Context: an optimization exercise on an open-source flow, tuned for a short achievable clock period and few clock cycles. The choices shown serve that exercise and are no tape-out recipe. The RTL was checked by simulation tests, not by an equivalence proof against the original design. Power figures rest on the tool's default switching activity, not on a simulated workload.

## flow/design.v (module list and top-level ports; edited modules follow where they fit)
// module alu: 19 lines
// module mul_s1: 587 lines
// module mul_s2: 388 lines
// module rfile: 12 lines
// module mipse: 166 lines
module mipse(
input clk, rst_n,
input [32-1:0] instr,
input [32-1:0] readdata,
output reg [32-1:0] pc,
output [32-1:0] aluout,
output [32-1:0] writedata,
output memwrite);
  // ...
==> flow/run.sh <==
#!/bin/bash
# synth_recipe.tcl (not shown) runs the flow's synth.tcl, then flattens the netlist and writes it again
# the make line also repeats each setting of config.mk as NAME=value (left out here)
make -C /OpenROAD-flow-scripts/flow DESIGN_CONFIG=/design/flow/config.mk WORK_HOME=/design/flow/orfs CLKGATE_MAP_FILE= SYNTH_SCRIPT=/design/flow/synth_recipe.tcl finish
==> flow/config.mk <==
export PLATFORM = sky130hd
export DESIGN_NAME = mipse
export DESIGN_NICKNAME = mipse
export VERILOG_FILES = /design/flow/design.v
export SDC_FILE = /design/flow/constraint.sdc
export NUM_CORES = 4
export LEC_CHECK = 0
export CAP_MARGIN = 20
export CORE_MARGIN = 2
export CORE_UTILIZATION = 40
export SETUP_SLACK_MARGIN = 5
export SLEW_MARGIN = 20
==> flow/constraint.sdc <==
create_clock -name core_clock -period 10.0 [get_ports {clk}]
set_input_delay 2.0000 -clock core_clock [delete_from_list [all_inputs] [get_ports {clk}]]
set_output_delay 2.0000 -clock core_clock [all_outputs]
set_load 0.01 [all_outputs]
==> impl_metrics.json, run 1 <==
{
  "outcome": "timing/DRC/antenna clean",
  "slowest_delay_ns": 0.70,
  "nFillCells": 18900,
  "critical_path_required_ns": 10.63,
  "synth-seq-cells": 1520,
  "busiest_layer": "met2",
  "critPathMaxFanout": 5,
  "drive_gt1_share_pct": 14.3,
  "seq_cell_count": 1520,
  "rr_worst_depth": 14,
  "layout.nonclk_buf_share_pct": 3.26,
  "fin_hold_ws_ns": 0.361,
  "hold_depth": 0,
  "wl_per_cell_microns": 30.3,
  "rsz0062_at_grt": "yes",
  "initial_core_util_pct": 40.2,
  "combPwrFrac_pct": 54.7,
  "wl_met1_microns": 119000,
  "tightest_slew_ns": 1.16,
  "whs_endpoint": "memwM$_DFF_PN0_",
  "synth_top_family_by_area": "multiplexers",
  "tapCellCount": 2821,
  "critical_path.most_common_cell": "fa_1",
  "clock_area_share_pct": 5.63,
  "crit_cells": 14,
  "final_cells": 9836,
  "antenna_left": 0,
  "synth-simple-area-share_pct": 6.28,
  "post-route-period-util_pct": 49.8,
  "multi_input_area_share_pct": 41.6,
  "drtPass1Iterations": 7,
  "drtIter0Drc": 7760,
  "clockRootBuffer": "clkbuf_16",
  "clk_latency_ns": 0.84,
  "p_seq_share_pct": 26.5,
  "synth_top_area_share_pct": 40.1,
  "wl_met3_microns": 27700,
  "clock_path_buffers": 3,
  "dieArea_sq_um": 217000,
  "fin_area_sq_um": 96000,
  "vias": 60600,
  "tns_ns": 0
}
Testbench counts, summed over its fixed seeds: cycles 16,224.
==> run 2, diff against run 1 <==
==> flow/flow/run.sh (new file) <==
#!/bin/bash
set -euo pipefail
cd "$(dirname "$0")/.."
MARGIN=$(cat flow/margin.txt)
bash standard.sh SETUP_SLACK_MARGIN=$MARGIN finish > make_finish.log 2>&1
==> flow/flow/margin.txt (new file) <==
6.5
==> flow/standard.sh (new file) <==
#!/bin/bash
# synth_recipe.tcl (not shown) runs the flow's synth.tcl, then flattens the netlist and writes it again
# the make line also repeats each setting of config.mk as NAME=value (left out here)
make -C /OpenROAD-flow-scripts/flow DESIGN_CONFIG=/design/flow/config.mk WORK_HOME=/design/flow/orfs CLKGATE_MAP_FILE= SYNTH_SCRIPT=/design/flow/synth_recipe.tcl "${@:-finish}"
--- a/flow/config.mk
+++ b/flow/config.mk
@@ -8,5 +8,4 @@
 export CAP_MARGIN = 20
 export CORE_MARGIN = 2
 export CORE_UTILIZATION = 40
-export SETUP_SLACK_MARGIN = 5
 export SLEW_MARGIN = 20
removed: flow/run.sh
==> impl_metrics.json, run 2 <==
{
  "finalSetupViolCount": 0,
  "synth-xor-area-share_pct": 4.83,
  "gp_congestion": 0.955,
  "vias": 63200,
  "fin_skew_ns": 0.0461,
  "io_buffers": 162,
  "numCtsBuffers": 168,
  "drive_gt1_share_pct": 27.6,
  "yosysUniqueCellTypes": 86,
  "combPwrFrac_pct": 62.3,
  "wl_per_cell_microns": 31.0,
  "reg2reg_from": "csM[41]$_DFF_P_",
  "initial_core_util_pct": 40.2,
  "wirelength_microns": 316000,
  "fin_area_sq_um": 104000,
  "irDropWorstVdd_uv": 1800,
  "antenna_found_initial": 8,
  "die_h_microns": 466,
  "dp.cells": 9484,
  "cp-end-kind": "register",
  "crit_type": "register to register",
  "final_core_util_pct": 49.1,
  "synthMuxAreaShare_pct": 16.1,
  "clock_sinks": 1520,
  "grt_max_degree": 121,
  "synth_area_leaders": "edfxtp_1, mux4_2, dfxtp_1, mux2i_1, fa_1",
  "yosys_warnings": 3,
  "switching_power_mw": 18.1,
  "nFillCells": 18000,
  "boundaryPins": 163,
  "final_hold_viol_count": 0,
  "crit_path_start_kind": "register",
  "maxSlewHeadroom_pct": 21.1,
  "grt_pass1_vias": 62200,
  "cts_max_level": 4,
  "holdCritPathClass": "register to register",
  "hp-start": "memwE$_DFF_PN0_",
  "slew_violations": 0,
  "synthesis.area_per_instance_sq_um": 12.5,
  "layout.cells.most_common": "edfxtp_1",
  "num-nets-final": 7696,
  "synth_top_family_by_area": "multiplexers",
  "tns_ns": 0,
  "seq_area_frac_synth_pct": 49.6,
  "dieWidth_microns": 466,
  "p_seq_share_pct": 21.9,
  "multi_input_area_sq_um": 43500,
  "outcome": "timing/DRC/antenna clean",
  "synth_most_common_cell": "edfxtp_1",
  "synthCells": 6855,
  "p_int_mw": 22.7,
  "ff2ff_setup_slack_ns": 5.42,
  "largest_reg_flops": 992,
  "synth_commonest_cells": "edfxtp_1, nand2_1, mux2i_1, inv_1, mux4_2",
  "ys.flop_type": "edfxtp_1",
  "place_area_sq_um": 90500,
  "overflow": 0,
  "p_sw_share_pct": 44.4,
  "synth_top_area_share_pct": 40.1,
  "syn-num-nets": 7314,
  "rows": 169,
  "crit_path_start": "csM[41]$_DFF_P_",
  "largestRegisters": "rfile_1.rf: 992 flops, csM: 167 flops",
  "p_leak_nw": 38.0,
  "routed_via_density": 6.19,
  "synth_top_area_cell": "edfxtp_1",
  "area_delta_synth_final_pct": 22.0,
  "critPathArrivalTime_ns": 5.26,
  "post-route-period-util_pct": 45.8,
  "drtIter0Drc": 8020,
  "powerDensity_nw_per_um2": 392,
  "period_needed_ns": 4.58,
  "maxCapViolations": 0,
  "critPathMaxFanout": 3,
  "synth-simple-area-share_pct": 6.28,
  "grt_usage_pct": 28.5,
  "synth-seq-cells": 1520,
  "p_clk_share_pct": 15.8,
  "yosys.area_share.adder_pct": 7.46,
  "timing.fmax_ghz": 0.218,
  "cts_tree": "done",
  "clkTransAtPathRegs_ns": 0.06,
  "tightest_slew_ns": 1.18,
  "most-common-layout-cells": "edfxtp_1, nand2_1, mux2i_1, mux4_2, inv_1",
  "final_cells": 10200,
  "placeableCoreArea_sq_um": 212000,
  "clock_path_buffers": 3,
  "dieArea_sq_um": 217000,
  "rsz0062_at_grt": "yes",
  "place_hpwl_microns": 187000,
  "seqCellArea_sq_um": 42600,
  "synth_enable_flop_cells": 1141,
  "antenna_left": 0,
  "async_reset_ff_share_pct": 6.84,
  "critical_path_required_ns": 10.68,
  "drtPass1Iterations": 7,
  "remaining_drc_errors": 0,
  "grt_pass1_wl_microns": 447000,
  "synth_compound_area_share_pct": 11.5,
  "synthesis.area_sq_um": 85400,
  "cts_hold_buf": 0,
  "regMostFlops": "rfile_1.rf",
  "power_mw": 40.8,
  "clk_latency_ns": 0.84,
  "clockRootBuffer": "clkbuf_16"
}
run 2: cell types whose count changed in the layout (fill, tap and decap cells not counted), sizes merged, moves of 12 or more:
cell and change:
buf +376, clkdlybuf4s50 -98, dlygate4sd2 +34, clkdlybuf4s15 +26, and2 +15, bufbuf +12
clkbuf -18
run 2: cells by family (layout without fill, tap and decap cells):
| group | after synthesis | after routing |
|---|---|---|
| compound gates | 1479 | 1481 |
| xor+xnor | 471 | 471 |
| fa+ha+maj | 393 | 393 |
| buf+inv | 911 | 1416 |
| flops | 1520 | 1520 |
| mux | 873 | 873 |
| other cells | 0 | 4 |
| simple gates | 1208 | 1224 |
run 2: path summary, 6_finish.rpt:
kind / to / cells past startpoint
worst max-delay path: resultW[28]$_DFF_P_ / 15
worst min-delay path: memwM$_DFF_PN0_ / 0
worst max register to register: resultW[28]$_DFF_P_ / 15
worst min register to register: memwM$_DFF_PN0_ / 0
max in group asynchronous: instrD[16]$_DFFE_PN0P_ / 2
min in group asynchronous: pcplus4D[1]$_DFFE_PN0P_ / 1
run 2: per-stage QoR:
step | setup WS (ns) | hold slack [ns]
4_1_cts | 5.41 | 0.357
6_report | 5.42 | 0.351
2_1_floorplan | 6.02 | 0.331
5_1_grt | 5.34 | 0.362
3_3_place_gp | 4.71 | 0.341
3_5_place_dp | 4.57 | 0.366
run 2: power by group through the flow:
stage               registers, mW  clock network, mW  logic [mW]
floorplan                    8.81                  0        11.4
CTS                          8.93               6.51        23.3
detailed placement           9.12                  0        17.3
global placement             9.09                  0        17.1
finish                       8.95               6.44        25.5
global route                 9.03               6.75        27.0
run 2: final cells by class:
class / count / area share (%)
Timing Repair inverter: 5 / 0.0276
Antenna cell: 4 / 0.00961
Clock inverter: 100 / 1.11
Sequential cell: 1520 / 40.9
Timing Repair Buffer: 693 / 6.86
Clock buffer: 211 / 4.35
Inverter: 407 / 1.61
Multi-Input combinational cell: 4442 / 41.7
Tap cell: 2821 / 3.39
run 2: timing repair:
action	4_1_cts	5_1_grt
buffers inserted	289	74
pin swaps	212	217
endpoints found under the setup margin	545	296
cloned	41	0
gates resized for setup	1074	306
run 2: critical path, stage by stage (launching register included):
cell and delay [ns]:
dfxtp_2 0.32, inv_2 0.03, fa_1 0.53, inv_1 0.06, fa_2 0.52, fa_1 0.45, ha_4 0.25, and3_4 0.18
a221o_1 0.34, a21oi_2 0.21, a31oi_4 0.16, a21o_4 0.28, a211oi_2 0.27, xnor2_2 0.20, mux2_2 0.31, mux2_2 0.31
run 2: routing by layer:
metal	part of all wire, %	vias to the layer above	track usage, %	wire length [microns]
met3	10	915	6.64	33000
met1	39	32100	38.0	123000
met5	0.047	-	0	148
met4	6.2	8	14.8	19500
li1	-	26400	-	-
met2	44	3808	43.3	140000
==> module rfile, before the edit <==
module rfile (
 input clk,
 input [5-1:0] a1, a2, a3,
 output [32-1:0] rd1, rd2,
 input [32-1:0] wd3,
 input we3);
	reg [32-1:0] rf[1:32-1];
	assign rd1 = a1 == 0 ? 0 : rf[a1];
	assign rd2 = a2 == 0 ? 0 : rf[a2];
	always @(posedge clk)
		if(we3 && a3 != 0) rf[a3] <= wd3;
endmodule
==> module mipse, before the edit <==
module mipse(
input clk, rst_n,
input [32-1:0] instr,
input [32-1:0] readdata,
output reg [32-1:0] pc,
output [32-1:0] aluout,
output [32-1:0] writedata,
output memwrite);
reg [32-1:0] instrD, pcplus4D;
wire stall, mispredE, predD;
wire [32-1:0] pcplus4F = pc + 4;
wire [32-1:0] targetD, redirE;
always @(posedge clk or negedge rst_n) begin
  if (!rst_n) pc <= 0;
  else if (mispredE) pc <= redirE;
  else if (!stall) pc <= predD ? targetD : pcplus4F;
end
always @(posedge clk or negedge rst_n) begin
  if (!rst_n) begin
    instrD <= 0;
    pcplus4D <= 0;
  end else if (!stall) begin
    instrD <= mispredE ? 32'b0 : instr;
    pcplus4D <= pcplus4F;
  end
end
wire [6-1:0] opD = instrD[31:26];
wire [5-1:0] rsD = instrD[25:21], rtD = instrD[20:16], rdD = instrD[15:11];
wire [5:0] fnD = instrD[5:0];
wire [16-1:0] immD = instrD[15:0];
wire rtypeD = (opD == 6'b000000);
wire r_aluD = rtypeD & (fnD[5:3] == 3'b100);
wire r_logD = r_aluD & fnD[2];
wire multD = rtypeD & (fnD == 6'b011000);
wire lwD = (opD == 6'b100011);
wire swD = (opD == 6'b101011);
wire gradeD = (opD == 6'b101100);
wire luiD = (opD == 6'b001111);
wire addiD = (opD == 6'b001000);
wire oriD = (opD == 6'b001101);
wire sltiD = (opD == 6'b001010);
wire beqD = (opD == 6'b000100);
wire bneD = (opD == 6'b000101);
wire branchD = beqD | bneD;
wire [5-1:0] dstD = rtypeD ? rdD : rtD;
wire wrD = (lwD | r_aluD | multD | luiD | addiD | oriD | sltiD) & (dstD != 0);
wire memwD = swD | gradeD;
wire subD = (r_aluD & ~fnD[2] & fnD[1]) | sltiD;
wire logicD = r_logD | oriD | luiD;
wire [2:0] lselD = r_aluD ? {1'b0, fnD[1:0]} : oriD ? 3'd1 : 3'd4;
wire [32-1:0] immxD = oriD ? {16'b0, immD} :
                           luiD ? {immD, 16'b0} :
                           {{16{immD[15]}}, immD};
wire [32-1:0] sextD = {{16{immD[15]}}, immD};
assign targetD = pcplus4D + {sextD[29:0], 2'b00};
assign predD = branchD & immD[15];
wire usesA = ~luiD;
wire usesB = rtypeD | swD | gradeD | branchD;
wire fastA = r_logD | oriD;
wire fastB = r_logD | swD;
reg wrE, memwE, lwE, multE, branchE;
reg [5-1:0] dstE;
reg wrM, memwM, lwM, multM;
reg [5-1:0] dstM;
reg wrW;
reg [5-1:0] dstW;
reg [32-1:0] resultW;
wire matchAE = usesA & wrE & (dstE == rsD);
wire matchBE = usesB & wrE & (dstE == rtD);
assign stall = (matchAE & (multE | (lwE & ~fastA))) |
               (matchBE & (multE | (lwE & ~fastB)));
wire fAM_D = matchAE & ~lwE;
wire fARD_D = matchAE & lwE;
wire fAW_D = ~matchAE & wrM & (dstM == rsD);
wire fBM_D = matchBE & ~lwE;
wire fBRD_D = matchBE & lwE;
wire fBW_D = ~matchBE & wrM & (dstM == rtD);
wire [32-1:0] rf1, rf2;
rfile rfile_1(.clk(clk), .a1(rsD), .rd1(rf1), .a2(rtD), .rd2(rf2),
    .wd3(resultW), .a3(dstW), .we3(wrW));
wire [32-1:0] rd1D = (wrW & (dstW == rsD)) ? resultW : rf1;
wire [32-1:0] rd2D = (wrW & (dstW == rtD)) ? resultW : rf2;
reg [32-1:0] rd1E, rd2E, immE, targetE;
reg subE, sltiE, logicE, useImmE, gradeE, bneE, predE;
reg [2:0] lselE;
reg fAM, fARD, fAW, fBM, fBRD, fBW;
always @(posedge clk) begin
  if (!stall) begin
    rd1E <= rd1D;
    rd2E <= rd2D;
    immE <= immxD;
    targetE <= targetD;
    subE <= subD;
    sltiE <= sltiD;
    logicE <= logicD;
    lselE <= lselD;
    useImmE <= ~rtypeD;
    gradeE <= gradeD;
    bneE <= bneD;
    predE <= predD;
    dstE <= dstD;
    fAM <= fAM_D; fARD <= fARD_D; fAW <= fAW_D;
    fBM <= fBM_D; fBRD <= fBRD_D; fBW <= fBW_D;
  end
end
always @(posedge clk or negedge rst_n) begin
  if (!rst_n) begin
    wrE <= 0; memwE <= 0; lwE <= 0; multE <= 0; branchE <= 0;
  end else if (stall) begin
    wrE <= 0; memwE <= 0; lwE <= 0; multE <= 0; branchE <= 0;
  end else begin
    wrE <= wrD; memwE <= memwD; lwE <= lwD; multE <= multD; branchE <= branchD;
  end
end
reg [32-1:0] aluoutM, writedataM;
reg [167-1:0] csM;
wire [32-1:0] srcA = fAM ? aluoutM : fAW ? resultW : rd1E;
wire [32-1:0] srcB = fBM ? aluoutM : fBW ? resultW : rd2E;
wire [32-1:0] op2 = useImmE ? immE : srcB;
wire [32-1:0] la = fARD ? readdata : srcA;
wire [32-1:0] lb = fBRD ? readdata : op2;
wire [32-1:0] aluoutE;
alu alu_1(.a(srcA), .b(op2), .la(la), .lb(lb), .sub(subE), .slti(sltiE),
    .logic_op(logicE), .lsel(lselE), .y(aluoutE));
wire [2:0] gradeoutE =
	(srcB >= 85) ? 3'd5 :
	(srcB >= 60) ? 3'd4 :
	(srcB >= 40) ? 3'd3 :
	(srcB >= 10) ? 3'd2 : 3'd1;
wire [32-1:0] wdE = gradeE ? {29'b0, gradeoutE} : fBRD ? readdata : srcB;
wire eqE = (srcA == srcB);
wire takenE = bneE ? ~eqE : eqE;
assign mispredE = branchE & (takenE ^ predE);
assign redirE = predE ? pcplus4D : targetE;
wire [167-1:0] csE;
mul_s1 mul_s1_1(.a(srcA), .b(srcB), .cs(csE));
always @(posedge clk) begin
  aluoutM <= aluoutE;
  writedataM <= wdE;
  csM <= csE;
  dstM <= dstE;
  lwM <= lwE;
  multM <= multE;
end
always @(posedge clk or negedge rst_n) begin
  if (!rst_n) begin
    wrM <= 0; memwM <= 0;
  end else begin
    wrM <= wrE; memwM <= memwE;
  end
end
assign aluout = aluoutM;
assign writedata = writedataM;
assign memwrite = memwM;
wire [32-1:0] multP;
mul_s2 mul_s2_1(.cs(csM), .p(multP));
wire [32-1:0] resultM = lwM ? readdata : multM ? multP : aluoutM;
always @(posedge clk) begin
  resultW <= resultM;
  dstW <= dstM;
end
always @(posedge clk or negedge rst_n) begin
  if (!rst_n) wrW <= 0;
  else wrW <= wrM;
end
endmodule
==> run 3, diff against run 2 <==
--- a/flow/design.v
+++ b/flow/design.v
@@ -994,13 +994,24 @@
 endmodule
 module rfile (
  input clk,
- input [5-1:0] a1, a2, a3,
+ input [32-1:1] s1, s2,
+ input [5-1:0] a3,
  output [32-1:0] rd1, rd2,
  input [32-1:0] wd3,
  input we3);
 	reg [32-1:0] rf[1:32-1];
-	assign rd1 = a1 == 0 ? 0 : rf[a1];
-	assign rd2 = a2 == 0 ? 0 : rf[a2];
+	reg [32-1:0] r1, r2;
+	integer i;
+	always @* begin
+		r1 = 0;
+		r2 = 0;
+		for (i = 1; i < 32; i = i + 1) begin
+			r1 = r1 | ({32{s1[i]}} & rf[i]);
+			r2 = r2 | ({32{s2[i]}} & rf[i]);
+		end
+	end
+	assign rd1 = r1;
+	assign rd2 = r2;
 	always @(posedge clk)
 		if(we3 && a3 != 0) rf[a3] <= wd3;
 endmodule
@@ -1021,15 +1032,34 @@
   else if (mispredE) pc <= redirE;
   else if (!stall) pc <= predD ? targetD : pcplus4F;
 end
+reg validD;
 always @(posedge clk or negedge rst_n) begin
   if (!rst_n) begin
     instrD <= 0;
     pcplus4D <= 0;
+    validD <= 0;
   end else if (!stall) begin
-    instrD <= mispredE ? 32'b0 : instr;
+    instrD <= instr;
     pcplus4D <= pcplus4F;
+    validD <= ~mispredE;
   end
 end
+reg [32-1:1] sel1D, sel2D;
+reg byp1D, byp2D;
+wire wrM_w;
+wire [5-1:0] dstM_w;
+wire [5-1:0] rsF = instr[25:21], rtF = instr[20:16];
+wire [5-1:0] rsH = instrD[25:21], rtH = instrD[20:16];
+integer k;
+always @(posedge clk) begin
+  if (!stall)
+    for (k = 1; k < 32; k = k + 1) begin
+      sel1D[k] <= (rsF == k);
+      sel2D[k] <= (rtF == k);
+    end
+  byp1D <= wrM_w & (dstM_w == (stall ? rsH : rsF));
+  byp2D <= wrM_w & (dstM_w == (stall ? rtH : rtF));
+end
 wire [6-1:0] opD = instrD[31:26];
 wire [5-1:0] rsD = instrD[25:21], rtD = instrD[20:16], rdD = instrD[15:11];
 wire [5:0] fnD = instrD[5:0];
@@ -1049,8 +1079,8 @@
 wire bneD = (opD == 6'b000101);
 wire branchD = beqD | bneD;
 wire [5-1:0] dstD = rtypeD ? rdD : rtD;
-wire wrD = (lwD | r_aluD | multD | luiD | addiD | oriD | sltiD) & (dstD != 0);
-wire memwD = swD | gradeD;
+wire wrD = validD & (lwD | r_aluD | multD | luiD | addiD | oriD | sltiD) & (dstD != 0);
+wire memwD = validD & (swD | gradeD);
 wire subD = (r_aluD & ~fnD[2] & fnD[1]) | sltiD;
 wire logicD = r_logD | oriD | luiD;
 wire [2:0] lselD = r_aluD ? {1'b0, fnD[1:0]} : oriD ? 3'd1 : 3'd4;
@@ -1059,18 +1089,19 @@
                            {{16{immD[15]}}, immD};
 wire [32-1:0] sextD = {{16{immD[15]}}, immD};
 assign targetD = pcplus4D + {sextD[29:0], 2'b00};
-assign predD = branchD & immD[15];
+assign predD = validD & branchD & immD[15];
 wire usesA = ~luiD;
 wire usesB = rtypeD | swD | gradeD | branchD;
 wire fastA = r_logD | oriD;
 wire fastB = r_logD | swD;
 reg wrE, memwE, lwE, multE, branchE;
 reg [5-1:0] dstE;
-reg wrM, memwM, lwM, multM;
+reg wrM, memwM, lwM, multM, aluM;
 reg [5-1:0] dstM;
 reg wrW;
 reg [5-1:0] dstW;
-reg [32-1:0] resultW;
+reg [32-1:0] resultW;   
+reg [32-1:0] wdW;       
 wire matchAE = usesA & wrE & (dstE == rsD);
 wire matchBE = usesB & wrE & (dstE == rtD);
 assign stall = (matchAE & (multE | (lwE & ~fastA))) |
@@ -1082,14 +1113,14 @@
 wire fBRD_D = matchBE & lwE;
 wire fBW_D = ~matchBE & wrM & (dstM == rtD);
 wire [32-1:0] rf1, rf2;
-rfile rfile_1(.clk(clk), .a1(rsD), .rd1(rf1), .a2(rtD), .rd2(rf2),
-    .wd3(resultW), .a3(dstW), .we3(wrW));
-wire [32-1:0] rd1D = (wrW & (dstW == rsD)) ? resultW : rf1;
-wire [32-1:0] rd2D = (wrW & (dstW == rtD)) ? resultW : rf2;
+rfile rfile_1(.clk(clk), .s1(sel1D), .rd1(rf1), .s2(sel2D), .rd2(rf2),
+    .wd3(wdW), .a3(dstW), .we3(wrW));
+wire [32-1:0] rd1D = byp1D ? wdW : rf1;
+wire [32-1:0] rd2D = byp2D ? wdW : rf2;
 reg [32-1:0] rd1E, rd2E, immE, targetE;
-reg subE, sltiE, logicE, useImmE, gradeE, bneE, predE;
+reg subE, sltiE, logicE, useImmE, gradeE, kE, predE;
 reg [2:0] lselE;
-reg fAM, fARD, fAW, fBM, fBRD, fBW;
+reg fAM, fARD, fAW, fAR, fBM, fBRD, fBW, fBR;
 always @(posedge clk) begin
   if (!stall) begin
     rd1E <= rd1D;
@@ -1102,11 +1133,11 @@
     lselE <= lselD;
     useImmE <= ~rtypeD;
     gradeE <= gradeD;
-    bneE <= bneD;
+    kE <= bneD ^ predD;
     predE <= predD;
     dstE <= dstD;
-    fAM <= fAM_D; fARD <= fARD_D; fAW <= fAW_D;
-    fBM <= fBM_D; fBRD <= fBRD_D; fBW <= fBW_D;
+    fAM <= fAM_D; fARD <= fARD_D; fAW <= fAW_D; fAR <= ~fAM_D & ~fAW_D;
+    fBM <= fBM_D; fBRD <= fBRD_D; fBW <= fBW_D; fBR <= ~fBM_D & ~fBW_D;
   end
 end
 always @(posedge clk or negedge rst_n) begin
@@ -1115,13 +1146,16 @@
   end else if (stall) begin
     wrE <= 0; memwE <= 0; lwE <= 0; multE <= 0; branchE <= 0;
   end else begin
-    wrE <= wrD; memwE <= memwD; lwE <= lwD; multE <= multD; branchE <= branchD;
+    wrE <= wrD; memwE <= memwD; lwE <= validD & lwD; multE <= validD & multD;
+    branchE <= validD & branchD;
   end
 end
 reg [32-1:0] aluoutM, writedataM;
 reg [167-1:0] csM;
-wire [32-1:0] srcA = fAM ? aluoutM : fAW ? resultW : rd1E;
-wire [32-1:0] srcB = fBM ? aluoutM : fBW ? resultW : rd2E;
+wire [32-1:0] srcA = ({32{fAM}} & aluoutM) | ({32{fAW}} & resultW) |
+                          ({32{fAR}} & rd1E);
+wire [32-1:0] srcB = ({32{fBM}} & aluoutM) | ({32{fBW}} & resultW) |
+                          ({32{fBR}} & rd2E);
 wire [32-1:0] op2 = useImmE ? immE : srcB;
 wire [32-1:0] la = fARD ? readdata : srcA;
 wire [32-1:0] lb = fBRD ? readdata : op2;
@@ -1135,8 +1169,7 @@
 	(srcB >= 10) ? 3'd2 : 3'd1;
 wire [32-1:0] wdE = gradeE ? {29'b0, gradeoutE} : fBRD ? readdata : srcB;
 wire eqE = (srcA == srcB);
-wire takenE = bneE ? ~eqE : eqE;
-assign mispredE = branchE & (takenE ^ predE);
+assign mispredE = branchE & (eqE ^ kE);
 assign redirE = predE ? pcplus4D : targetE;
 wire [167-1:0] csE;
 mul_s1 mul_s1_1(.a(srcA), .b(srcB), .cs(csE));
@@ -1147,7 +1180,10 @@
   dstM <= dstE;
   lwM <= lwE;
   multM <= multE;
+  aluM <= ~lwE & ~multE;
 end
+assign wrM_w = wrM;
+assign dstM_w = dstM;
 always @(posedge clk or negedge rst_n) begin
   if (!rst_n) begin
     wrM <= 0; memwM <= 0;
@@ -1160,9 +1196,11 @@
 assign memwrite = memwM;
 wire [32-1:0] multP;
 mul_s2 mul_s2_1(.cs(csM), .p(multP));
-wire [32-1:0] resultM = lwM ? readdata : multM ? multP : aluoutM;
+wire [32-1:0] resultM = ({32{lwM}} & readdata) | ({32{multM}} & multP) |
+                             ({32{aluM}} & aluoutM);
 always @(posedge clk) begin
   resultW <= resultM;
+  if (wrM) wdW <= resultM;
   dstW <= dstM;
 end
 always @(posedge clk or negedge rst_n) begin
==> impl_metrics.json, run 3 <==
{
  "synthCells": 6811,
  "finalSetupViolCount": 0,
  "synth_commonest_cells": "edfxtp_1, clkbuf_1, a22oi_1, inv_1, xnor2_1",
  "critPathBufInv": 5,
  "vias": 70400,
  "critical_path_required_ns": 10.80,
  "powerDensity_nw_per_um2": 423,
  "grt_usage_pct": 35.4,
  "place_hpwl_microns": 224000,
  "combPwrFrac_pct": 63.4,
  "cts_tree": "done",
  "clkTransAtPathRegs_ns": 0.07,
  "rows": 165,
  "antenna_left": 0,
  "r2r-end": "aluoutM[26]$_DFF_P_",
  "cts_max_level": 4,
  "gp_congestion": 1.00,
  "num-nets-final": 7767,
  "outcome": "timing/DRC/antenna clean",
  "cts_hold_buf": 0,
  "critical_path.most_common_cell": "buf_4",
  "largestRegisters": "rfile_1.rf: 992 flops, csM: 167 flops",
  "grt_pass1_vias": 67300,
  "dieArea_sq_um": 208000,
  "nFillCells": 17300,
  "slew_violations": 0,
  "path_cells": "buf_4, a222oi_1, buf_4, clkinv_1, ha_1, o21ai_0, nor2_1, a211oi_4, buf_4, buf_4, nor2b_1, a31o_2, a211oi_2, or4_1, o21ai_1",
  "period_needed_ns": 4.57,
  "yosysUniqueCellTypes": 86,
  "cpMaxStageDelayCell": "clkinv_1",
  "final_cells": 10100,
  "final_core_util_pct": 49.7,
  "dieWidth_microns": 456,
  "maxCapViolations": 0,
  "ff2ff_setup_slack_ns": 5.43,
  "switching_power_mw": 18.8,
  "p_sw_share_pct": 44.2,
  "clk_latency_ns": 0.87,
  "fin_skew_ns": 0.0387,
  "post-route-period-util_pct": 45.7,
  "slowest_delay_ns": 0.73,
  "critPathArrivalTime_ns": 5.37,
  "synth_most_common_cell": "edfxtp_1",
  "wl_per_cell_microns": 37.8,
  "drtIter0Drc": 13900,
  "die_h_microns": 456,
  "wirelength_microns": 384000,
  "remaining_drc_errors": 0,
  "synth_area_leaders": "edfxtp_1, dfxtp_1, fa_1, xnor2_1, a22oi_1",
  "regMostFlops": "rfile_1.rf",
  "initial_core_util_pct": 40.3,
  "p_int_mw": 23.8,
  "post-place-ws_ns": 4.56,
  "drive_gt1_share_pct": 22.2,
  "final_hold_viol_count": 0,
  "area_delta_synth_final_pct": 23.3,
  "p_seq_share_pct": 20.6,
  "hp-start": "memwE$_DFF_PN0_",
  "p_leak_nw": 37.2,
  "synth_enable_flop_cells": 1237,
  "io_buffers": 162,
  "multi_input_area_sq_um": 36100,
  "grt_pass1_wl_microns": 520000,
  "synthesis.area_sq_um": 81700,
  "async_reset_ff_share_pct": 6.48,
  "hold_depth": 0,
  "ys.flop_type": "edfxtp_1",
  "synthesis.area_per_instance_sq_um": 12.0,
  "numCtsBuffers": 172,
  "clock_path_buffers": 3,
  "largest_reg_flops": 992,
  "crit_path_start_kind": "register",
  "overflow": 0,
  "rsz0062_at_grt": "yes",
  "tightest_slew_ns": 1.35,
  "most-common-layout-cells": "edfxtp_1, buf_4, a22oi_1, inv_1, a221oi_1",
  "p_clk_share_pct": 16.0,
  "timing.fmax_ghz": 0.219,
  "reg2reg_from": "fAR$_DFFE_PN_",
  "antenna_found_initial": 34,
  "synth_top_area_cell": "edfxtp_1",
  "cp-end-kind": "register",
  "seqCellArea_sq_um": 45500,
  "synth_top_area_share_pct": 45.5,
  "rr_worst_depth": 15,
  "synth-seq-cells": 1620,
  "layout_setup_ws_ns": 5.43,
  "tns_ns": 0,
  "crit_type": "register to register",
  "cp_top_family": "buffers and inverters",
  "clockRootBuffer": "clkbuf_16",
  "clock_sinks": 1620,
  "boundaryPins": 163,
  "syn-num-nets": 7270,
  "irDropWorstVdd_uv": 980,
  "placeableCoreArea_sq_um": 203000,
  "drtPass1Iterations": 22,
  "critPathMaxFanout": 32,
  "layout.cells.most_common": "edfxtp_1",
  "seq_area_frac_synth_pct": 55.5,
  "yosys_warnings": 3,
  "whs_endpoint": "memwM$_DFF_PN0_",
  "maxSlewHeadroom_pct": 9.97,
  "dp.cells": 9400,
  "routed_via_density": 6.94,
  "holdCritPathClass": "register to register",
  "grt_max_degree": 97
}
==> run 3: cells by family after synthesis <==
| family | after synthesis | share of synthesized area, % |
|---|---|---|
| simple gates | 1228 | 7.35 |
| xor+xnor | 476 | 5.10 |
| compound gates | 2075 | 18.5 |
| buf+inv | 898 | 4.19 |
| flops | 1620 | 55.5 |
| mux | 121 | 1.57 |
| fa+ha+maj | 393 | 7.79 |
==> run 3: power groups by stage <==
stage	sequential [mW]	clock (mW)	combinational, mW
floorplan	8.64	0	10.3
global placement	8.90	0	16.5
detailed placement	8.92	0	16.6
CTS	8.77	6.81	23.5
global route	8.82	7.09	28.2
finish	8.79	6.81	27.0
==> run 3: how the worst max path moves through the flow <==
stage	cells after the start	startpoint	to
after floorplan	16	fAM$_DFFE_PN_	aluoutM[30]$_DFF_P_
after global placement	19	fBM$_DFFE_PN_	aluoutM[30]$_DFF_P_
after detailed placement	19	fBM$_DFFE_PN_	aluoutM[30]$_DFF_P_
after CTS	20	fBM$_DFFE_PN_	aluoutM[30]$_DFF_P_
after global routing	17	fBM$_DFFE_PN_	aluoutM[30]$_DFF_P_
final	15	fAR$_DFFE_PN_	aluoutM[26]$_DFF_P_
==> run 3: repair_timing <==
action / CTS / global route
setup buffers: 265 / 91
gates cloned: 30 / 5
gates resized for setup: 940 / 305
endpoints found under the setup margin: 460 / 243
pin swaps: 188 / 173
==> run 3: per-stage QoR <==
stage	hold slack, ns	cell area [sq um]	total power, mW
2_1_floorplan	0.331	82200	18.9
3_3_place_gp	0.335	87200	25.4
3_5_place_dp	0.339	87200	25.5
4_1_cts	0.352	98300	39.0
5_1_grt	0.377	101000	44.2
6_report	0.354	101000	42.6
==> run 3: routing by layer <==
layer  track usage [%]  wire length [microns]  vias up  part of all wire [%]
li1                  -                      -    27100                     -
met1              44.2                 133000    34300                    35
met2              49.6                 155000     6982                    40
met3              14.3                  61500     1952                    16
met4              24.6                  33300       34                   8.7
met5              1.77                    808        -                  0.21
==> run 3: final cells by class <==
cell class	instances	share of cell area (%)
antenna	17	0.0422
clock buffer	206	4.54
clock inverter	112	1.35
inverter	408	1.62
multi-input combinational	4294	35.9
sequential	1620	45.2
tap	2672	3.32
timing repair buffer	809	8.06
timing repair inverter	3	0.0261
==> run 3: worst register-to-register path, stage by stage (launching register included) <==
cell      delay, ns
edfxtp_1       0.36
buf_4          0.26
a222oi_1       0.45
buf_4          0.37
clkinv_1       0.74
ha_1           0.71
o21ai_0        0.11
nor2_1         0.19
a211oi_4       0.08
buf_4          0.14
buf_4          0.14
nor2b_1        0.16
a31o_2         0.19
a211oi_2       0.06
or4_1          0.47
o21ai_1        0.08
Testbench counts of run 3, summed over its fixed seeds: cycles 16,224.
==> run 4, diff against run 3 <==
--- a/flow/design.v
+++ b/flow/design.v
@@ -1096,23 +1096,28 @@
 wire fastB = r_logD | swD;
 reg wrE, memwE, lwE, multE, branchE;
 reg [5-1:0] dstE;
-reg wrM, memwM, lwM, multM, aluM;
+reg wrM, memwM, lwM, multM;
 reg [5-1:0] dstM;
 reg wrW;
 reg [5-1:0] dstW;
-reg [32-1:0] resultW;   
-reg [32-1:0] wdW;       
+reg [32-1:0] resultW, multW;
+reg mulW;
 wire matchAE = usesA & wrE & (dstE == rsD);
 wire matchBE = usesB & wrE & (dstE == rtD);
 assign stall = (matchAE & (multE | (lwE & ~fastA))) |
                (matchBE & (multE | (lwE & ~fastB)));
 wire fAM_D = matchAE & ~lwE;
 wire fARD_D = matchAE & lwE;
-wire fAW_D = ~matchAE & wrM & (dstM == rsD);
+wire mAW_D = ~matchAE & wrM & (dstM == rsD);
+wire fAW_D = mAW_D & ~multM;
+wire fAX_D = mAW_D & multM;
 wire fBM_D = matchBE & ~lwE;
 wire fBRD_D = matchBE & lwE;
-wire fBW_D = ~matchBE & wrM & (dstM == rtD);
+wire mBW_D = ~matchBE & wrM & (dstM == rtD);
+wire fBW_D = mBW_D & ~multM;
+wire fBX_D = mBW_D & multM;
 wire [32-1:0] rf1, rf2;
+wire [32-1:0] wdW = mulW ? multW : resultW;
 rfile rfile_1(.clk(clk), .s1(sel1D), .rd1(rf1), .s2(sel2D), .rd2(rf2),
     .wd3(wdW), .a3(dstW), .we3(wrW));
 wire [32-1:0] rd1D = byp1D ? wdW : rf1;
@@ -1120,7 +1125,7 @@
 reg [32-1:0] rd1E, rd2E, immE, targetE;
 reg subE, sltiE, logicE, useImmE, gradeE, kE, predE;
 reg [2:0] lselE;
-reg fAM, fARD, fAW, fAR, fBM, fBRD, fBW, fBR;
+reg fAM, fARD, fAW, fAX, fAR, fBM, fBRD, fBW, fBX, fBR;
 always @(posedge clk) begin
   if (!stall) begin
     rd1E <= rd1D;
@@ -1136,8 +1141,8 @@
     kE <= bneD ^ predD;
     predE <= predD;
     dstE <= dstD;
-    fAM <= fAM_D; fARD <= fARD_D; fAW <= fAW_D; fAR <= ~fAM_D & ~fAW_D;
-    fBM <= fBM_D; fBRD <= fBRD_D; fBW <= fBW_D; fBR <= ~fBM_D & ~fBW_D;
+    fAM <= fAM_D; fARD <= fARD_D; fAW <= fAW_D; fAX <= fAX_D; fAR <= ~fAM_D & ~mAW_D;
+    fBM <= fBM_D; fBRD <= fBRD_D; fBW <= fBW_D; fBX <= fBX_D; fBR <= ~fBM_D & ~mBW_D;
   end
 end
 always @(posedge clk or negedge rst_n) begin
@@ -1153,9 +1158,9 @@
 reg [32-1:0] aluoutM, writedataM;
 reg [167-1:0] csM;
 wire [32-1:0] srcA = ({32{fAM}} & aluoutM) | ({32{fAW}} & resultW) |
-                          ({32{fAR}} & rd1E);
+                          ({32{fAX}} & multW) | ({32{fAR}} & rd1E);
 wire [32-1:0] srcB = ({32{fBM}} & aluoutM) | ({32{fBW}} & resultW) |
-                          ({32{fBR}} & rd2E);
+                          ({32{fBX}} & multW) | ({32{fBR}} & rd2E);
 wire [32-1:0] op2 = useImmE ? immE : srcB;
 wire [32-1:0] la = fARD ? readdata : srcA;
 wire [32-1:0] lb = fBRD ? readdata : op2;
@@ -1180,7 +1185,6 @@
   dstM <= dstE;
   lwM <= lwE;
   multM <= multE;
-  aluM <= ~lwE & ~multE;
 end
 assign wrM_w = wrM;
 assign dstM_w = dstM;
@@ -1196,11 +1200,11 @@
 assign memwrite = memwM;
 wire [32-1:0] multP;
 mul_s2 mul_s2_1(.cs(csM), .p(multP));
-wire [32-1:0] resultM = ({32{lwM}} & readdata) | ({32{multM}} & multP) |
-                             ({32{aluM}} & aluoutM);
+wire [32-1:0] resultM = lwM ? readdata : aluoutM;
 always @(posedge clk) begin
   resultW <= resultM;
-  if (wrM) wdW <= resultM;
+  multW <= multP;
+  mulW <= multM;
   dstW <= dstM;
 end
 always @(posedge clk or negedge rst_n) begin
==> flow/flow/run.sh (replaced) <==
#!/bin/bash
set -euo pipefail
cd "$(dirname "$0")/.."
MARGIN=$(cat flow/margin.txt)
bash standard.sh ADDER_MAP_FILE= SETUP_SLACK_MARGIN=$MARGIN finish > make_finish.log 2>&1
==> impl_metrics.json, run 4 <==
{
  "seq_area_frac_synth_pct": 51.0,
  "p_sw_share_pct": 45.2,
  "cts_tree": "done",
  "hold_depth": 0,
  "clock_path_buffers": 3,
  "yosys_warnings": 3,
  "critPathMaxFanout": 7,
  "synth_commonest_cells": "edfxtp_1, clkbuf_1, o21ai_0, xnor2_1, nand2_1",
  "numCtsBuffers": 174,
  "synth_area_leaders": "edfxtp_1, dfxtp_1, xnor2_1, a221oi_1, a22oi_1",
  "placeableCoreArea_sq_um": 220000,
  "rsz0062_at_grt": "yes",
  "rr_worst_depth": 18,
  "maxCapViolations": 0,
  "maxSlewHeadroom_pct": 5.94,
  "synth_enable_flop_cells": 1207,
  "remaining_drc_errors": 0,
  "drtPass1Iterations": 12,
  "final_hold_viol_count": 0,
  "largest_reg_flops": 992,
  "finalSetupViolCount": 0,
  "slew_violations": 0,
  "gp_congestion": 1.01,
  "layout.cells.most_common": "edfxtp_1",
  "ys.flop_type": "edfxtp_1",
  "reg2reg_from": "fBM$_DFFE_PN_",
  "critical_path_required_ns": 10.77,
  "clkTransAtPathRegs_ns": 0.06,
  "grt_usage_pct": 36.4,
  "layout_setup_ws_ns": 5.68,
  "place_area_sq_um": 93200,
  "syn-num-nets": 8434,
  "drtIter0Drc": 17400,
  "grt_util_met3_pct": 15.3,
  "whs_endpoint": "mulW$_DFF_P_",
  "die_h_microns": 474,
  "irDropWorstVdd_uv": 1180,
  "met2_usage_pct": 50.7,
  "timing.fmax_ghz": 0.232,
  "synthCells": 8368,
  "outcome": "timing/DRC/antenna clean",
  "num-nets-final": 8665,
  "power_mw": 41.4,
  "boundaryPins": 163,
  "p_leak_nw": 37.0,
  "clk_latency_ns": 0.87,
  "area_delta_synth_final_pct": 21.8,
  "hp-start": "multM$_DFF_P_",
  "initial_core_util_pct": 40.2,
  "synth_top_area_cell": "edfxtp_1",
  "busiest_layer": "met2",
  "clockRootBuffer": "clkbuf_16",
  "yosysUniqueCellTypes": 103,
  "synthesis.area_per_instance_sq_um": 10.6,
  "critPathArrivalTime_ns": 5.09,
  "use_met1_pct": 45.0,
  "antenna_left": 0,
  "cts_hold_buf": 0,
  "grt_max_degree": 96,
  "tightest_slew_ns": 1.37,
  "post-place-ws_ns": 4.73,
  "routed_via_density": 7.25,
  "wirelength_microns": 430000,
  "synth-seq-cells": 1622,
  "cts_max_level": 4,
  "vias": 84300,
  "final_cells": 11600,
  "final_core_util_pct": 49.0,
  "drive_gt1_share_pct": 21.0,
  "async_reset_ff_share_pct": 6.47,
  "largestRegisters": "rfile_1.rf: 992 flops, csM: 167 flops",
  "tns_ns": 0,
  "period_needed_ns": 4.32,
  "regMostFlops": "rfile_1.rf",
  "p_clk_share_pct": 16.4,
  "dp.cells": 10900,
  "post-route-period-util_pct": 43.2,
  "crit_type": "register to register",
  "most-common-layout-cells": "edfxtp_1, o21ai_0, a21oi_1, nand2_1, buf_4",
  "overflow": 0,
  "synthesis.area_sq_um": 88300,
  "wl_per_cell_microns": 37.0,
  "synth_most_common_cell": "edfxtp_1",
  "fin_hold_ws_ns": 0.392,
  "powerDensity_nw_per_um2": 385,
  "grt_pass1_wl_microns": 583000,
  "r2r-end": "aluoutM[30]$_DFF_P_",
  "rows": 172,
  "ff2ff_setup_slack_ns": 5.68,
  "dieArea_sq_um": 225000,
  "clock_sinks": 1622,
  "fin_skew_ns": 0.0701,
  "combPwrFrac_pct": 59.9,
  "p_int_mw": 22.7,
  "io_buffers": 162,
  "grt_pass1_vias": 77200,
  "crit_path_start_kind": "register",
  "dieWidth_microns": 474,
  "antenna_found_initial": 24,
  "synth_top_area_share_pct": 41.0,
  "fin_area_sq_um": 108000,
  "cp-end-kind": "register",
  "switching_power_mw": 18.7,
  "place_hpwl_microns": 244000,
  "p_seq_share_pct": 23.7,
  "holdCritPathClass": "register to register"
}
run 4: final cells by class:
type                       count  area (sq um)
fill                       19500        112000
timing repair inverter         3          26.3
antenna                       18          45.0
clock inverter                94          1250
multi-input combinational   5869         43800
timing repair buffer         814          8470
sequential                  1622         45200
inverter                     115           515
clock buffer                 225          4680
tap                         2871          3590
run 4: worst max path at each step:
stage,start,end,slack (ns),cells past startpoint
finish,fBM$_DFFE_PN_,aluoutM[30]$_DFF_P_,5.68,18
global route,fBM$_DFFE_PN_,aluoutM[30]$_DFF_P_,5.57,18
CTS,csM[54]$_DFF_P_,multW[30]$_DFF_P_,5.79,15
detailed placement,fBM$_DFFE_PN_,aluoutM[30]$_DFF_P_,4.73,18
global placement,fBM$_DFFE_PN_,pc[1]$_DFFE_PN0P_,4.79,16
floorplan,fBM$_DFFE_PN_,aluoutM[25]$_DFF_P_,6.31,16
run 4: power groups by stage:
stage	clock (mW)	sequential [mW]	combinational, mW
CTS	6.80	9.72	21.2
global placement	0	9.80	17.8
global route	7.05	9.83	25.7
finish	6.78	9.80	24.8
floorplan	0	9.41	11.8
detailed placement	0	9.84	18.1
run 4: cells by family (layout without fill, tap and decap cells):
group           count (synthesis)  in the layout  synth area share [%]
simple gates                 1738           1739                  9.25
flops                        1622           1622                  51.0
other cells                     0             18                     0
xor+xnor                      736            736                  7.83
buf+inv                       878           1251                  3.78
fa+ha+maj                     160            160                  1.84
mux                           186            186                  2.23
compound gates               3048           3048                  24.0
run 4: routing by layer:
layer | routed length, microns | vias up | part of all wire, %
met1 | 147000 | 40400 | 34
met5 | 720 | - | 0.17
li1 | - | 33100 | -
met3 | 71100 | 2408 | 17
met2 | 171000 | 8405 | 40
met4 | 39800 | 29 | 9.2
run 4: what timing repair did:
action | 4_1_cts | 5_1_grt
setup endpoints to repair | 483 | 175
pin swaps | 155 | 194
gates resized for setup | 1013 | 427
buffers inserted | 206 | 131
gates cloned | 37 | 12
run 4: worst max-delay path: stages (launching register included):
cell      delay [ns]
edfxtp_1        0.45
buf_12          0.18
buf_4           0.13
a22o_4          0.26
o31ai_4         0.28
xnor2_1         0.25
nand2_1         0.19
a31oi_1         0.22
o21ai_0         0.16
nor2_2          0.19
o31ai_4         0.10
a21o_4          0.25
a311oi_4        0.38
buf_4           0.20
o21ai_4         0.06
o211ai_1        0.27
a21oi_2         0.12
maj3_1          0.39
o221ai_1        0.17
Testbench counts of run 4, summed over its fixed seeds: cycles 16,224.

==> re-timing with driven ports <==
The results above use ideal ports. As a check the final layouts listed here were re-extracted and re-timed, cells and wires unchanged. Step 1, drivers: a clkbuf_16 drives clk and a buf_2 each remaining input, both assumed. Step 2 also shifts input and output timing later by t, the mid clock arrival at the registers, as if the neighbouring blocks saw the same clock. Three values: ideal, step 1, step 2; two values: the first two.
run	shift t [ns]	setup slack, ns	hold slack, ns	worst setup path at the end	clock arrival spread, ns
run 1	0.916	5.022 / 5.022 / 5.022	0.361 / 0.361 / 0.361	register to register	0.034 / 0.034
run 2	0.909	5.419 / 5.419 / 5.419	0.351 / 0.351 / 0.351	register to register	0.048 / 0.049
run 3	0.945	5.426 / 5.426 / 5.426	0.354 / 0.354 / 0.354	register to register	0.052 / 0.051
run 4	0.936	5.682 / 5.682 / 5.091	0.392 / 0.392 / 0.392	input to register	0.076 / 0.076
After both steps setup and hold are still met in every run listed. For run 4, which loses most, drivers alone change the setup slack by 0.000 ns; drivers and shift together by -0.591 ns.
